Source: an optimization exercise on an open RTL-to-GDS flow (aim: small area). Production flows keep margins and buffers that such runs may drop.
Function was checked by simulation only, so behaviour that the tests miss may differ from the original.
No activity file was given, so power comes from the tool's default toggle rates.

[design/flow/run.sh]
#!/bin/bash
# synth_recipe.tcl (not shown) runs the flow's synth.tcl, then flattens the netlist and writes it again
# the make line also repeats each setting of config.mk as NAME=value (left out here)
make -C /OpenROAD-flow-scripts/flow DESIGN_CONFIG=/design/flow/config.mk WORK_HOME=/design/flow/orfs CLKGATE_MAP_FILE= SYNTH_SCRIPT=/design/flow/synth_recipe.tcl finish
[design/flow/config.mk]
export PLATFORM = sky130hd
export DESIGN_NAME = main
export DESIGN_NICKNAME = main
export VERILOG_FILES = /design/flow/design.v
export SDC_FILE = /design/flow/constraint.sdc
export NUM_CORES = 4
export LEC_CHECK = 0
export CAP_MARGIN = 20
export CORE_MARGIN = 2
export CORE_UTILIZATION = 40
export SLEW_MARGIN = 20
[design/flow/constraint.sdc]
create_clock -name core_clock -period 37.0 [get_ports {clk}]
set_input_delay 7.4000 -clock core_clock [delete_from_list [all_inputs] [get_ports {clk}]]
set_output_delay 7.4000 -clock core_clock [all_outputs]
set_load 0.01 [all_outputs]
[design/flow/design.v]
module receiver (
    input  wire       clk,
    input  wire       rst_n,
    input  wire       rx,
    output reg  [7:0] data_out,
    output reg        data_ready
);
    parameter integer CLK_FREQ = 27_000_000;
    parameter integer BAUD_RATE = 115200;
    localparam integer CYC_PER_BIT = CLK_FREQ / BAUD_RATE;
    localparam integer HALF_CYC_PER_BIT = CYC_PER_BIT / 2;
    reg [1:0] rx_sync;
    always @(posedge clk or negedge rst_n) begin
        if (!rst_n) begin
            rx_sync <= 2'b11;
        end else begin
            rx_sync <= {rx_sync[0], rx};
        end
    end
    localparam [1:0] STATE_IDLE = 2'd0;
    localparam [1:0] STATE_START = 2'd1;
    localparam [1:0] STATE_DATA = 2'd2;
    localparam [1:0] STATE_STOP = 2'd3;
    reg [ 1:0] state;
    reg [ 2:0] bit_index;
    reg [15:0] clk_count;
    reg [ 7:0] rx_shift_reg;
    always @(posedge clk or negedge rst_n) begin
        if (!rst_n) begin
            state        <= STATE_IDLE;
            data_out     <= 8'd0;
            data_ready   <= 1'b0;
            bit_index    <= 3'd0;
            clk_count    <= 16'd0;
            rx_shift_reg <= 8'd0;
        end else begin
            data_ready <= 1'b0;
            case (state)
                STATE_IDLE: begin
                    clk_count <= 16'd0;
                    bit_index <= 3'd0;
                    if (rx_sync[1] == 1'b0) begin
                        state <= STATE_START;
                    end
                end
                STATE_START: begin
                    if (clk_count < HALF_CYC_PER_BIT - 1) begin
                        clk_count <= clk_count + 1'b1;
                    end else begin
                        if (rx_sync[1] == 1'b0) begin
                            clk_count <= 16'd0;
                            state     <= STATE_DATA;
                        end else begin
                            state <= STATE_IDLE;
                        end
                    end
                end
                STATE_DATA: begin
                    if (clk_count < CYC_PER_BIT - 1) begin
                        clk_count <= clk_count + 1'b1;
                    end else begin
                        clk_count               <= 16'd0;
                        rx_shift_reg[bit_index] <= rx_sync[1];
                        if (bit_index < 3'd7) begin
                            bit_index <= bit_index + 1'b1;
                        end else begin
                            bit_index <= 3'd0;
                            state     <= STATE_STOP;
                        end
                    end
                end
                STATE_STOP: begin
                    if (clk_count < CYC_PER_BIT - 1) begin
                        clk_count <= clk_count + 1'b1;
                    end else begin
                        clk_count <= 16'd0;
                        if (rx_sync[1] == 1'b1) begin
                            data_out   <= rx_shift_reg;
                            data_ready <= 1'b1;
                        end
                        state <= STATE_IDLE;
                    end
                end
                default: begin
                    state <= STATE_IDLE;
                end
            endcase
        end
    end
endmodule
module transmitter (
    input  wire       clk,
    input  wire       rst_n,
    input  wire [7:0] data_in,
    input  wire       tx_start,
    output reg        tx,
    output reg        busy
);
    parameter integer CLK_FREQ = 27_000_000;
    parameter integer BAUD_RATE = 115200;
    localparam integer CYC_PER_BIT = CLK_FREQ / BAUD_RATE;
    localparam [1:0] STATE_IDLE = 2'd0;
    localparam [1:0] STATE_START = 2'd1;
    localparam [1:0] STATE_DATA = 2'd2;
    localparam [1:0] STATE_STOP = 2'd3;
    reg [ 1:0] state;
    reg [ 2:0] bit_index;
    reg [15:0] clk_count;
    reg [ 7:0] tx_shift_reg;
    always @(posedge clk or negedge rst_n) begin
        if (!rst_n) begin
            state        <= STATE_IDLE;
            tx           <= 1'b1;   
            busy         <= 1'b0;
            bit_index    <= 3'd0;
            clk_count    <= 16'd0;
            tx_shift_reg <= 8'd0;
        end else begin
            case (state)
                STATE_IDLE: begin
                    tx        <= 1'b1;   
                    busy      <= 1'b0;
                    bit_index <= 3'd0;
                    clk_count <= 16'd0;
                    if (tx_start) begin
                        tx_shift_reg <= data_in;
                        state        <= STATE_START;
                        busy         <= 1'b1;
                    end
                end
                STATE_START: begin
                    tx <= 1'b0;   
                    if (clk_count < CYC_PER_BIT - 1) begin
                        clk_count <= clk_count + 1'b1;
                    end else begin
                        clk_count <= 16'd0;
                        state     <= STATE_DATA;
                    end
                end
                STATE_DATA: begin
                    tx <= tx_shift_reg[bit_index];   
                    if (clk_count < CYC_PER_BIT - 1) begin
                        clk_count <= clk_count + 1'b1;
                    end else begin
                        clk_count <= 16'd0;
                        if (bit_index < 3'd7) begin
                            bit_index <= bit_index + 1'b1;
                        end else begin
                            bit_index <= 3'd0;
                            state     <= STATE_STOP;
                        end
                    end
                end
                STATE_STOP: begin
                    tx <= 1'b1;   
                    if (clk_count < CYC_PER_BIT - 1) begin
                        clk_count <= clk_count + 1'b1;
                    end else begin
                        clk_count <= 16'd0;
                        state     <= STATE_IDLE;
                        busy      <= 1'b0;
                    end
                end
                default: state <= STATE_IDLE;
            endcase
        end
    end
endmodule
module fifo (
    input  wire       clk,
    input  wire       rst_n,
    input  wire       write_en,
    input  wire [7:0] write_data,
    output wire       write_full,   
    input  wire       read_en,
    output wire [7:0] read_data,    
    output wire       read_empty,   
    output wire [4:0] count         
);
    parameter integer DEPTH = 16;
    parameter integer ADDR_WIDTH = 4;
    reg [         7:0] fifo_mem  [DEPTH-1:0];
    reg [ADDR_WIDTH:0] write_ptr;
    reg [ADDR_WIDTH:0] read_ptr;
    always @(posedge clk or negedge rst_n) begin
        if (!rst_n) begin
            write_ptr <= 5'd0;
            read_ptr  <= 5'd0;
        end else begin
            if (write_en && !write_full) begin
                fifo_mem[write_ptr[ADDR_WIDTH-1:0]] <= write_data;
                write_ptr                           <= write_ptr + 1'b1;
            end
            if (read_en && !read_empty) begin
                read_ptr <= read_ptr + 1'b1;
            end
        end
    end
    wire [ADDR_WIDTH:0] fill_level = write_ptr - read_ptr;
    assign write_full = fill_level == DEPTH;
    assign read_empty = (write_ptr == read_ptr);
    assign read_data = fifo_mem[read_ptr[ADDR_WIDTH-1:0]];
    assign count = (write_ptr >= read_ptr) ? 
                   (write_ptr[ADDR_WIDTH-1:0] - read_ptr[ADDR_WIDTH-1:0]) :
                   (DEPTH - read_ptr[ADDR_WIDTH-1:0] + write_ptr[ADDR_WIDTH-1:0]);
endmodule
module main (
    input  wire clk,
    input  wire rst_n,
    input  wire rx,
    output wire tx
);
    wire [7:0] rx_data;
    wire       rx_data_ready;
    wire [7:0] fifo_read_data;
    wire       fifo_empty;
    wire       fifo_full;
    wire [4:0] fifo_count;
    reg        fifo_read_en;
    wire       tx_busy;
    reg        tx_start;
    reg  [7:0] tx_data;
    receiver uart_receiver (
        .clk       (clk),
        .rst_n     (rst_n),
        .rx        (rx),
        .data_out  (rx_data),
        .data_ready(rx_data_ready)
    );
    fifo buffer (
        .clk       (clk),
        .rst_n     (rst_n),
        .write_en  (rx_data_ready),
        .write_data(rx_data),
        .write_full(fifo_full),
        .read_en   (fifo_read_en),
        .read_data (fifo_read_data),
        .read_empty(fifo_empty),
        .count     (fifo_count)
    );
    transmitter uart_transmitter (
        .clk     (clk),
        .rst_n   (rst_n),
        .tx_start(tx_start),
        .data_in (tx_data),
        .tx      (tx),
        .busy    (tx_busy)
    );
    always @(posedge clk or negedge rst_n) begin
        if (!rst_n) begin
            fifo_read_en <= 1'b0;
            tx_start     <= 1'b0;
            tx_data      <= 8'd0;
        end else begin
            fifo_read_en <= 1'b0;
            tx_start     <= 1'b0;
            if (!fifo_empty && !tx_busy && !tx_start) begin
                fifo_read_en <= 1'b1;   
                tx_data      <= fifo_read_data;   
                tx_start     <= 1'b1;   
            end
        end
    end
    wire [7:0] tx_captured;
    wire       tx_captured_ready;
    receiver tx_monitor (
        .clk       (clk),
        .rst_n     (rst_n),
        .rx        (tx),
        .data_out  (tx_captured),
        .data_ready(tx_captured_ready)
    );
    reg [7:0] last_tx_captured;
    always @(posedge clk or negedge rst_n) begin
        if (!rst_n) last_tx_captured <= 8'd0;
        else if (tx_captured_ready) last_tx_captured <= tx_captured;
    end
endmodule
==> flow_metrics.env <==
export IMPL_place_congestion=0.905
export IMPL_fin_skew_ns=0.0164
export IMPL_crit_type="register to output port"
export IMPL_core_region_area_um2=23400
export IMPL_final_area_um2=10700
export IMPL_syn_area_um2=9530
export IMPL_overflow=0
export IMPL_period_minus_slack_ns=8.94
export IMPL_num_io_pins=4
export IMPL_synth_warnings=5
export IMPL_cts_resized=0
export IMPL_placed_cell_area_um2=9890
export IMPL_clock_sinks=218
export IMPL_die_x_um=158
export IMPL_ant_nets=0
export IMPL_cts_hold_buf=0
export IMPL_route_detailed_drc=0
export IMPL_critPathRequiredTime_ns=29.60
export IMPL_crit_family="buffers and inverters"
export IMPL_largest_reg_flops=128
export IMPL_synth_ff_type="edfxtp_1"
export IMPL_drive_gt1_share_pct=12.6
export IMPL_start_util_pct=40.7
export IMPL_io_buffers=3
export IMPL_maxCapViolCount=0
export IMPL_drt_wl_total_mm=21.4
export IMPL_start_kind="register"
export IMPL_rows=56
export IMPL_whs_ns=0.355
export IMPL_timing_setup_tns_ns=0
export IMPL_yosysUniqueCellTypes=69
export IMPL_max_clock_path_buffers=3
export IMPL_grt_pass1_vias=5934
export IMPL_max_freq_mhz=112
export IMPL_setup_violations=0
export IMPL_syn_area_per_cell_um2=13.0
export IMPL_yosysTopAreaCellShare_pct=40.3
export IMPL_tightest_slew_ns=1.07
export IMPL_yosys_top_cells_area="edfxtp_1 40%, dfrtp_1 23%, ha_1 3.4%"
export IMPL_rsz0062_at_grt="false"
export IMPL_htree_levels=1
export IMPL_area_growth_pct=12.1
export IMPL_fill_cells=2087
export IMPL_antenna_found_initial=0
export IMPL_hpwl_mm=14.1
export IMPL_yosysSeqAreaShare_pct=64.0
export IMPL_slew_limit_headroom_pct=28.0
export IMPL_cp_max_fo=1
export IMPL_drtPass1Iterations=6
export IMPL_cts_tree="yes"
export IMPL_p_leak_uw=0.00423
export IMPL_clk_pin_slew_ns=0.06
export IMPL_cp_slowest_cell="clkdlybuf4s50_1"
export IMPL_peakVddDrop_mv=0.0228
export IMPL_cp_slowest_stage_delay_ns=0.52
export IMPL_wire_per_inst_um=19.9
export IMPL_path_buf_inv=1
export IMPL_synth_async_sr_flop_share_pct=41.3
export IMPL_viasPerCell=5.57
export IMPL_synth_top_area_cell="edfxtp_1"
export IMPL_finalNetCount=772
export IMPL_post_cts_buffers=0
export IMPL_synth_seq_cells=218
export IMPL_regArea_um2=6100
export IMPL_utilization_pct=45.7
export IMPL_grt_pass1_wl_mm=33.9
export IMPL_cts_buffers=25
export IMPL_cts_root_buf="clkbuf_16"
export IMPL_power_density_nw_per_um2=46.5
export IMPL_clock_latency_ns=0.52
export IMPL_drtIter0Drc=671
export IMPL_die_area_um2=25100
export IMPL_via_count=6004
export IMPL_synth_edf_count=128
export IMPL_crit_chain="clkdlybuf4s50_1"
export IMPL_grt_max_degree=59
export IMPL_drv_slew=0
export IMPL_multiInputGateArea_um2=3220
export IMPL_cp_end_kind="output port"
export IMPL_hold_violations=0
export IMPL_grtUsageTotal_pct=17.6
export IMPL_netlist_instances=735
export IMPL_worstHoldPathType="register to register"
export IMPL_status="timing/DRC/antenna clean"
export IMPL_finalCritPeriodShare_pct=24.2
export IMPL_cp_arrival_ns=1.54
export IMPL_fp_dieH_um=158
export IMPL_diodes=0
==> where the power goes <==
part / total, uW / internal, uW / switching (uW) / leakage [uW]
Sequential: 256 / 256 / 0.286 / 0.00270
Clock: 237 / 140 / 97.1 / 0.000376
Combinational: 2.72 / 0.355 / 2.36 / 0.00115
==> layout make-up <==
type / count / share of cell area (%)
tap: 319 / 3.73
clock buffer: 29 / 6.09
sequential: 218 / 57.1
timing repair buffer: 10 / 0.749
multi-input combinational: 464 / 30.2
clock inverter: 14 / 1.35
inverter: 24 / 0.843
==> synth_stat cells, drive strengths merged (15+ instances only) <==
cell	number
dfrtp	87
a21oi	22
inv	24
nand2	57
a22oi	15
nor2	58
ha	26
o21ai	27
mux2i	16
nand3	27
clkbuf	23
edfxtp	128
mux2	25
==> worst register-to-register path: cells and delay by family (launching register included) <==
kind,cells,cell delay [ns]
AOI/OAI and AO/OA,3,0.99
adders and majority gates,1,0.41
buffers and inverters,2,0.78
DFF,1,0.33
and+or+nand+nor,2,1.00
==> metal layers <==
layer	routed length [um]	share of wire [%]	vias up	global-route usage, %
li1	-	-	2760	-
met1	9310	43	2976	24.5
met4	539	2.5	0	5.53
met2	10100	47	222	28.1
met5	0	0	-	0
met3	1500	7.0	46	3.27
==> path summary, 6_finish.rpt <==
check	slack (ns)	start	end	cells after the start
worst max register to register	33.11	buffer.read_ptr[3]$_DFFE_PN0P_	buffer.fifo_mem[3][7]$_DFFE_PP_	8
worst max-delay path	28.06	uart_transmitter.tx$_DFF_PN1_	tx	1
min in group asynchronous	6.87	rst_n	uart_transmitter.busy$_DFFE_PN0P_	1
worst min-delay path	0.36	uart_receiver.rx_sync[0]$_DFF_PN1_	uart_receiver.rx_sync[1]$_DFF_PN1_	0
worst min register to register	0.36	uart_receiver.rx_sync[0]$_DFF_PN1_	uart_receiver.rx_sync[1]$_DFF_PN1_	0
max in group asynchronous	29.00	rst_n	uart_transmitter.clk_count[2]$_DFF_PN0_	2
==> cells by family (layout without fill, tap and decap cells) <==
kind of cell,after synthesis,after routing,share of synthesized area (%)
buffers and inverters,60,77,2.52
adders and majority gates,26,26,3.41
and+or+nand+nor,212,212,10.9
DFF,218,218,64.0
xor gates and xnor gates,20,20,1.84
AOI/OAI and AO/OA,155,155,12.2
muxes,43,43,5.11
other,1,8,0.0393
==> stage by stage <==
stage | setup WS [ns] | instances | total power, uW
4_1_cts | 28.03 | 1078 | 500
6_report | 28.06 | 1078 | 497
3_3_place_gp | 27.81 | 1035 | 264
3_5_place_dp | 27.74 | 1035 | 264
2_1_floorplan | 28.56 | 742 | 262
5_1_grt | 28.02 | 1078 | 511
==> cell usage in the layout (no fill, tap or decap), types with 4 or more instances in the layout <==
master,count
buf_4,8
nor2b_1,9
clkinv_2,4
a221oi_1,7
xor2_1,8
o211ai_1,5
nor4_1,4
a222oi_1,4
nor2_1,57
conb_1,8
a41oi_1,4
or3_1,6
dfrtp_1,87
a21oi_1,20
and3_1,9
clkinvlp_4,5
a31oi_1,8
o31ai_1,10
ha_1,26
nor3_1,9
a22oi_1,15
edfxtp_1,128
mux2_2,24
o21ai_0,26
nand4_1,5
mux2i_1,16
nand3_1,27
clkbuf_16,25
xnor2_1,12
a22o_1,10
a211oi_1,6
nand3b_1,6
o2111ai_1,4
and2_1,6
o22ai_1,9
inv_1,24
nand2_1,57

[port drivers added, routing unchanged]
No port has a modelled driver above. Below, the same layout with a new extraction and two added sets of constraints. Step 1, drivers: a clkbuf_16 drives clk and a buf_2 each remaining input, both assumed. Step 2 also shifts input and output timing later by t, the mid clock arrival at the registers, as if the neighbouring blocks saw the same clock. Three values: ideal ports, drivers, drivers and shift; two values: the first two.
t, ns: 0.559
setup slack, ns: 28.060 / 28.011 / 27.738
clock arrival spread, ns: 0.017 / 0.016
worst slew at a driven data input, ns: 0.03
After both steps this run still meets setup and hold. The setup slack of this run moves by -0.049 ns with the drivers and by -0.322 ns with both steps.
